Context: an optimization exercise on an open-source flow, tuned for small area and a short achievable clock period. The choices shown serve that exercise and are no tape-out recipe. RTL that was checked went through simulation tests only; none was proved equivalent to the original. No activity file was given, so power comes from the tool's default toggle rates.

==> flow/design.v <==
module pg_ctrl(
    input  wire clk,
    input  wire reset,
    input  wire active,
    output wire idle_detect,
    output reg  power_gated,
    output wire clk_en
);
    reg [2:0] idle_counter;
    assign idle_detect = idle_counter[2] & idle_counter[1];
    assign clk_en      = ~power_gated;
    wire [2:0] count_next = (idle_counter == 3'd7) ? 3'd7 : idle_counter + 3'd1;
    always @(posedge clk or posedge reset) begin
        if (reset) begin
            idle_counter <= 3'd0;
            power_gated  <= 1'b0;
        end else begin
            idle_counter <= active ? 3'd0 : count_next;
            power_gated  <= ~active & (idle_counter == 3'd7);
        end
    end
endmodule
module ALU_with_power_gating(
    input  wire clk,
    input  wire reset,
    input  wire [3:0] A,
    input  wire [3:0] B,
    input  wire [2:0] opcode,
    output reg  [3:0] result,
    output wire idle_detect,
    output wire power_gated,
    output wire clk_en
);
    reg [3:0] prev_A, prev_B;
    reg [2:0] prev_opcode;
    reg [3:0] alu_out;
    wire activity_detected = (A != prev_A) || (B != prev_B) || (opcode != prev_opcode);
    wire [3:0] g  = A & B;           
    wire [3:0] t  = A | B;           
    wire [3:0] gb = ~A & B;          
    wire [3:0] tb = ~A | B;          
    wire [3:0] x  = A ^ B;
    wire [3:0] c, bw;
    assign c[0]  = 1'b0;
    assign c[1]  = g[0];
    assign c[2]  = g[1] | (t[1] & g[0]);
    assign c[3]  = g[2] | (t[2] & g[1]) | (t[2] & t[1] & g[0]);
    assign bw[0] = 1'b0;
    assign bw[1] = gb[0];
    assign bw[2] = gb[1] | (tb[1] & gb[0]);
    assign bw[3] = gb[2] | (tb[2] & gb[1]) | (tb[2] & tb[1] & gb[0]);
    wire [3:0] arith = x ^ (opcode[0] ? bw : c);
    wire [3:0] logic_r = opcode[0] ? t : g;
    wire [3:0] shift = opcode[0] ? {1'b0, A[3:1]} : {A[2:0], 1'b0};
    wire [3:0] unary = opcode[0] ? ~A : x;
    always @(*) begin
        case (opcode[2:1])
            2'b00: alu_out = arith;
            2'b01: alu_out = logic_r;
            2'b10: alu_out = unary;
            default: alu_out = shift;
        endcase
    end
    always @(posedge clk or posedge reset) begin
        if (reset) begin
            prev_A      <= 4'b0000;
            prev_B      <= 4'b0000;
            prev_opcode <= 3'b000;
            result      <= 4'b0000;
        end else begin
            prev_A      <= A;
            prev_B      <= B;
            prev_opcode <= opcode;
            result      <= alu_out;
        end
    end
    pg_ctrl ctrl (
        .clk(clk), .reset(reset), .active(activity_detected),
        .idle_detect(idle_detect), .power_gated(power_gated), .clk_en(clk_en)
    );
endmodule
module Memory_with_power_gating(
    input  wire clk,
    input  wire reset,
    input  wire [3:0] addr,
    input  wire [7:0] data_in,
    input  wire write_en,
    input  wire req_valid,
    output reg  [7:0] data_out,
    output wire idle_detect,
    output wire power_gated,
    output wire clk_en
);
    reg [7:0]  mem [0:15];
    reg [15:0] valid;
    reg [3:0] prev_addr;
    reg [7:0] prev_data_in;
    reg       prev_write_en;
    reg       prev_req_valid;
    wire addr_same = (addr == prev_addr);
    wire activity_detected = req_valid || !addr_same ||
                             (data_in != prev_data_in) || (write_en != prev_write_en);
    wire        pending = prev_req_valid & prev_write_en;
    wire [15:0] we_w    = {16{pending}} & (16'd1 << prev_addr);
    wire [15:0] readable = valid & ~we_w;
    wire [3:0] lo   = 4'd1 << addr[1:0];
    wire [3:0] hi   = 4'd1 << addr[3:2];
    wire       wr   = req_valid & write_en;
    wire       rd   = req_valid & ~write_en;
    wire [3:0] hi_r = hi & {4{rd}};
    wire       hold = ~req_valid | (rd & pending & addr_same);
    wire [15:0] rd_sel;
    genvar w;
    generate
        for (w = 0; w < 16; w = w + 1) begin : word
            assign rd_sel[w] = lo[w % 4] & hi_r[w / 4] & readable[w];
        end
    endgenerate
    reg  [7:0]  data_out_next;
    integer j;
    always @(*) begin
        data_out_next = ({8{wr}} & data_in) | ({8{hold}} & data_out);
        for (j = 0; j < 16; j = j + 1)
            data_out_next = data_out_next | (mem[j] & {8{rd_sel[j]}});
    end
    integer m;
    always @(posedge clk) begin
        for (m = 0; m < 16; m = m + 1)
            if (we_w[m])
                mem[m] <= prev_data_in;
    end
    always @(posedge clk or posedge reset) begin
        if (reset) begin
            data_out       <= 8'd0;
            valid          <= 16'd0;
            prev_addr      <= 4'd0;
            prev_data_in   <= 8'd0;
            prev_write_en  <= 1'b0;
            prev_req_valid <= 1'b0;
        end else begin
            data_out       <= data_out_next;
            valid          <= valid | we_w;
            prev_addr      <= addr;
            prev_data_in   <= data_in;
            prev_write_en  <= write_en;
            prev_req_valid <= req_valid;
        end
    end
    pg_ctrl ctrl (
        .clk(clk), .reset(reset), .active(activity_detected),
        .idle_detect(idle_detect), .power_gated(power_gated), .clk_en(clk_en)
    );
endmodule
module IO_with_power_gating(
    input  wire clk,
    input  wire reset,
    input  wire [7:0] io_in,
    input  wire write_en,
    input  wire read_request,
    output reg  [7:0] io_out,
    output wire idle_detect,
    output wire power_gated,
    output wire clk_en
);
    reg [7:0] prev_io_in;
    wire activity_detected = write_en || read_request || (io_in != prev_io_in);
    always @(posedge clk or posedge reset) begin
        if (reset) begin
            io_out     <= 8'b00000000;
            prev_io_in <= 8'b00000000;
        end else begin
            if (write_en)
                io_out <= io_in;
            prev_io_in <= io_in;
        end
    end
    pg_ctrl ctrl (
        .clk(clk), .reset(reset), .active(activity_detected),
        .idle_detect(idle_detect), .power_gated(power_gated), .clk_en(clk_en)
    );
endmodule
module pmc_rca #(parameter W = 8) (
    input  wire [W-1:0] a,
    input  wire [W-1:0] b,
    input  wire         ci,
    output wire [W-1:0] s,
    output wire         co
);
    wire [W:0] c;
    assign c[0] = ci;
    genvar i;
    generate
        for (i = 0; i < W; i = i + 1) begin : bit_
            assign s[i]   = a[i] ^ b[i] ^ c[i];
            assign c[i+1] = (a[i] & b[i]) | (a[i] & c[i]) | (b[i] & c[i]);
        end
    endgenerate
    assign co = c[W];
endmodule
module pmc_div_step(
    input  wire [8:0] p,
    input  wire [7:0] tneg,
    output wire       q,
    output wire [7:0] r
);
    wire [7:0] s;
    wire       co;
    pmc_rca #(8) sub (.a(p[7:0]), .b(tneg), .ci(1'b0), .s(s), .co(co));
    assign q = p[8] | co;
    assign r = q ? s : p[7:0];
endmodule
module Power_Management_Controller(
    input  wire clk,
    input  wire reset,
    input  wire alu_idle,
    input  wire mem_idle,
    input  wire io_idle,
    input  wire alu_power_gated,
    input  wire mem_power_gated,
    input  wire io_power_gated,
    output wire system_power_save_mode,
    output wire [1:0] active_modules_count,
    output wire [7:0] power_efficiency_metric
);
    reg  [7:0]  total_neg;
    reg  [12:0] gated25;
    reg  [6:0]  metric;
    reg  [1:0]  gated_units;
    assign active_modules_count = ~gated_units;
    assign system_power_save_mode = gated_units[1] & gated_units[0];
    assign power_efficiency_metric = {1'b0, metric};
    wire [7:0]  total_neg_next = (total_neg != 8'd1) ? total_neg - 8'd1 : total_neg;
    wire [12:0] gated25_next   = (system_power_save_mode && gated25 != 13'd6375) ?
                                 gated25 + 13'd25 : gated25;
    reg  [7:0]  div_r;
    reg  [2:0]  div_q;
    wire [14:0] num_next = {gated25_next, 2'b00};
    wire [8:0]  p6 = num_next[14:6];
    wire        q6, q5, q4;
    wire [7:0]  r6, r5, r4;
    pmc_div_step st6 (.p(p6),                 .tneg(total_neg_next), .q(q6), .r(r6));
    pmc_div_step st5 (.p({r6, num_next[5]}),  .tneg(total_neg_next), .q(q5), .r(r5));
    pmc_div_step st4 (.p({r5, num_next[4]}),  .tneg(total_neg_next), .q(q4), .r(r4));
    wire [14:0] num = {gated25, 2'b00};
    wire        q3, q2, q1, q0;
    wire [7:0]  r3, r2, r1, r0;
    pmc_div_step st3 (.p({div_r, num[3]}), .tneg(total_neg), .q(q3), .r(r3));
    pmc_div_step st2 (.p({r3, num[2]}),    .tneg(total_neg), .q(q2), .r(r2));
    pmc_div_step st1 (.p({r2, num[1]}),    .tneg(total_neg), .q(q1), .r(r1));
    pmc_div_step st0 (.p({r1, num[0]}),    .tneg(total_neg), .q(q0), .r(r0));
    always @(posedge clk or posedge reset) begin
        if (reset) begin
            gated_units            <= 2'b00;
            metric                 <= 7'd0;
            total_neg              <= 8'h00;
            gated25                <= 13'd0;
            div_r                  <= 8'd0;
            div_q                  <= 3'd0;
        end else begin
            total_neg <= total_neg_next;
            gated25   <= gated25_next;
            gated_units <= {1'b0, alu_power_gated} + {1'b0, mem_power_gated} + {1'b0, io_power_gated};
            div_r  <= r4;
            div_q  <= {q6, q5, q4};
            metric <= {div_q, q3, q2, q1, q0};
        end
    end
endmodule
module Processor_with_Power_Gating(
    input  wire clk,
    input  wire reset,
    input  wire [3:0] alu_a,
    input  wire [3:0] alu_b,
    input  wire [2:0] alu_opcode,
    output wire [3:0] alu_result,
    input  wire [3:0] mem_addr,
    input  wire [7:0] mem_data_in,
    input  wire mem_write_en,
    input  wire mem_req_valid,
    output wire [7:0] mem_data_out,
    input  wire [7:0] io_in,
    input  wire io_write_en,
    input  wire io_read_request,
    output wire [7:0] io_out,
    output wire alu_idle,
    output wire mem_idle,
    output wire io_idle,
    output wire alu_power_gated,
    output wire mem_power_gated,
    output wire io_power_gated,
    output wire system_power_save_mode,
    output wire [1:0] active_modules_count,
    output wire [7:0] power_efficiency_metric,
    output wire alu_clk_en,
    output wire mem_clk_en,
    output wire io_clk_en
);
    ALU_with_power_gating alu_inst (
        .clk(clk),
        .reset(reset),
        .A(alu_a),
        .B(alu_b),
        .opcode(alu_opcode),
        .result(alu_result),
        .idle_detect(alu_idle),
        .power_gated(alu_power_gated),
        .clk_en(alu_clk_en)
    );
    Memory_with_power_gating mem_inst (
        .clk(clk),
        .reset(reset),
        .addr(mem_addr),
        .data_in(mem_data_in),
        .write_en(mem_write_en),
        .req_valid(mem_req_valid),
        .data_out(mem_data_out),
        .idle_detect(mem_idle),
        .power_gated(mem_power_gated),
        .clk_en(mem_clk_en)
    );
    IO_with_power_gating io_inst (
        .clk(clk),
        .reset(reset),
        .io_in(io_in),
        .write_en(io_write_en),
        .read_request(io_read_request),
        .io_out(io_out),
        .idle_detect(io_idle),
        .power_gated(io_power_gated),
        .clk_en(io_clk_en)
    );
    Power_Management_Controller pmc_inst (
        .clk(clk),
        .reset(reset),
        .alu_idle(alu_idle),
        .mem_idle(mem_idle),
        .io_idle(io_idle),
        .alu_power_gated(alu_power_gated),
        .mem_power_gated(mem_power_gated),
        .io_power_gated(io_power_gated),
        .system_power_save_mode(system_power_save_mode),
        .active_modules_count(active_modules_count),
        .power_efficiency_metric(power_efficiency_metric)
    );
endmodule
export LEC_CHECK = 0
export CAP_MARGIN = 20
export CORE_MARGIN = 2
export CORE_UTILIZATION = 65
export SLEW_MARGIN = 20
create_clock -name core_clock -period 90.0 [get_ports {clk}]
standard.sh (not shown) runs the stock make flow with config.mk's settings and CLKGATE_MAP_FILE= SYNTH_SCRIPT=/design/flow/synth_recipe.tcl, a recipe that flattens the netlist after the stock synthesis.
==> flow/flow/run.sh <==
#!/bin/bash
# The standard layout (the standard.sh, unchanged synthesis and steps),
# with two changes:
#  - the port buffers that global placement inserts on every input and output
#    are sky130_fd_sc_hd__buf_2 instead of the default clkdlybuf4s50_1 delay
#    cell;
#  - clock tree synthesis inserts no dummy load cells, and builds the tree
#    from small clock buffers.
set -euo pipefail
export BUFFER_PORTS_ARGS="-buffer_cell sky130_fd_sc_hd__buf_2"
export CTS_ARGS="-sink_clustering_enable -repair_clock_nets -dont_use_dummy_load -root_buf sky130_fd_sc_hd__clkbuf_16 -buf_list {sky130_fd_sc_hd__clkbuf_2}"
bash standard.sh > standard.log 2>&1
Next try:
--- a/flow/design.v
+++ b/flow/design.v
@@ -97,22 +97,18 @@
     reg [7:0] prev_data_in;
     reg       prev_write_en;
-    reg       prev_req_valid;
-    wire addr_same = (addr == prev_addr);
-    wire activity_detected = req_valid || !addr_same ||
+    wire activity_detected = req_valid || (addr != prev_addr) ||
                              (data_in != prev_data_in) || (write_en != prev_write_en);
-    wire        pending = prev_req_valid & prev_write_en;
-    wire [15:0] we_w    = {16{pending}} & (16'd1 << prev_addr);
-    wire [15:0] readable = valid & ~we_w;
     wire [3:0] lo   = 4'd1 << addr[1:0];
     wire [3:0] hi   = 4'd1 << addr[3:2];
     wire       wr   = req_valid & write_en;
     wire       rd   = req_valid & ~write_en;
+    wire [3:0] lo_w = lo & {4{wr}};
     wire [3:0] hi_r = hi & {4{rd}};
-    wire       hold = ~req_valid | (rd & pending & addr_same);
-    wire [15:0] rd_sel;
+    wire [15:0] we_w, rd_sel;
     genvar w;
     generate
         for (w = 0; w < 16; w = w + 1) begin : word
-            assign rd_sel[w] = lo[w % 4] & hi_r[w / 4] & readable[w];
+            assign we_w[w]   = lo_w[w % 4] & hi[w / 4];
+            assign rd_sel[w] = lo[w % 4] & hi_r[w / 4] & valid[w];
         end
     endgenerate
@@ -120,5 +116,5 @@
     integer j;
     always @(*) begin
-        data_out_next = ({8{wr}} & data_in) | ({8{hold}} & data_out);
+        data_out_next = ({8{wr}} & data_in) | ({8{~req_valid}} & data_out);
         for (j = 0; j < 16; j = j + 1)
             data_out_next = data_out_next | (mem[j] & {8{rd_sel[j]}});
@@ -128,21 +124,19 @@
         for (m = 0; m < 16; m = m + 1)
             if (we_w[m])
-                mem[m] <= prev_data_in;
+                mem[m] <= data_in;
     end
     always @(posedge clk or posedge reset) begin
         if (reset) begin
-            data_out       <= 8'd0;
-            valid          <= 16'd0;
-            prev_addr      <= 4'd0;
-            prev_data_in   <= 8'd0;
-            prev_write_en  <= 1'b0;
-            prev_req_valid <= 1'b0;
+            data_out      <= 8'd0;
+            valid         <= 16'd0;
+            prev_addr     <= 4'd0;
+            prev_data_in  <= 8'd0;
+            prev_write_en <= 1'b0;
         end else begin
-            data_out       <= data_out_next;
-            valid          <= valid | we_w;
-            prev_addr      <= addr;
-            prev_data_in   <= data_in;
-            prev_write_en  <= write_en;
-            prev_req_valid <= req_valid;
+            data_out <= data_out_next;
+            valid <= valid | we_w;
+            prev_addr     <= addr;
+            prev_data_in  <= data_in;
+            prev_write_en <= write_en;
         end
     end
Outcome:
- via count drops slightly
- final cell count shrinks by a few percent
- setup slack degrades by 150 ps
- utilization shrinks by 1.2 points
- die area is lower slightly
- design area decreases slightly
- sequential share of layout area rose by 0.69 points
- routed wire length grows slightly
- clock skew is lower by 10 ps
- sequential power hardly moves
- non-clock buffer count is lower by 14
- total power goes down slightly
The RTL of the first run of this note was laid out without a check of its function.

==> afterwards: timing with drivers on the ports <==
How much do the figures lean on ideal ports? The routed layouts below were timed once more, with nothing changed but the port constraints. Step 1 assumes that a clkbuf_16 drives the clock port and a buf_2 every other input. Step 2 moves the port delays by t, midway between the first and last clock arrival at a register: inputs arrive t later, outputs are due t later. That takes back most of the time a late clock gives input paths. Slacks: no drivers / after step 1 / after step 2; pairs: no drivers / after step 1.
run	shift t [ns]	setup slack, ns	worst setup path at the end	latest minus earliest clock arrival (ns)
the first run	0.510	70.389 / 70.405 / 69.896	input to register	0.061 / 0.061
the second run	0.505	70.241 / 70.259 / 69.754	input to register	0.051 / 0.052
After both steps setup and hold are still met in every run listed. The setup slack of the first run, which loses most, moves by +0.016 ns with the drivers and by -0.493 ns with both steps.
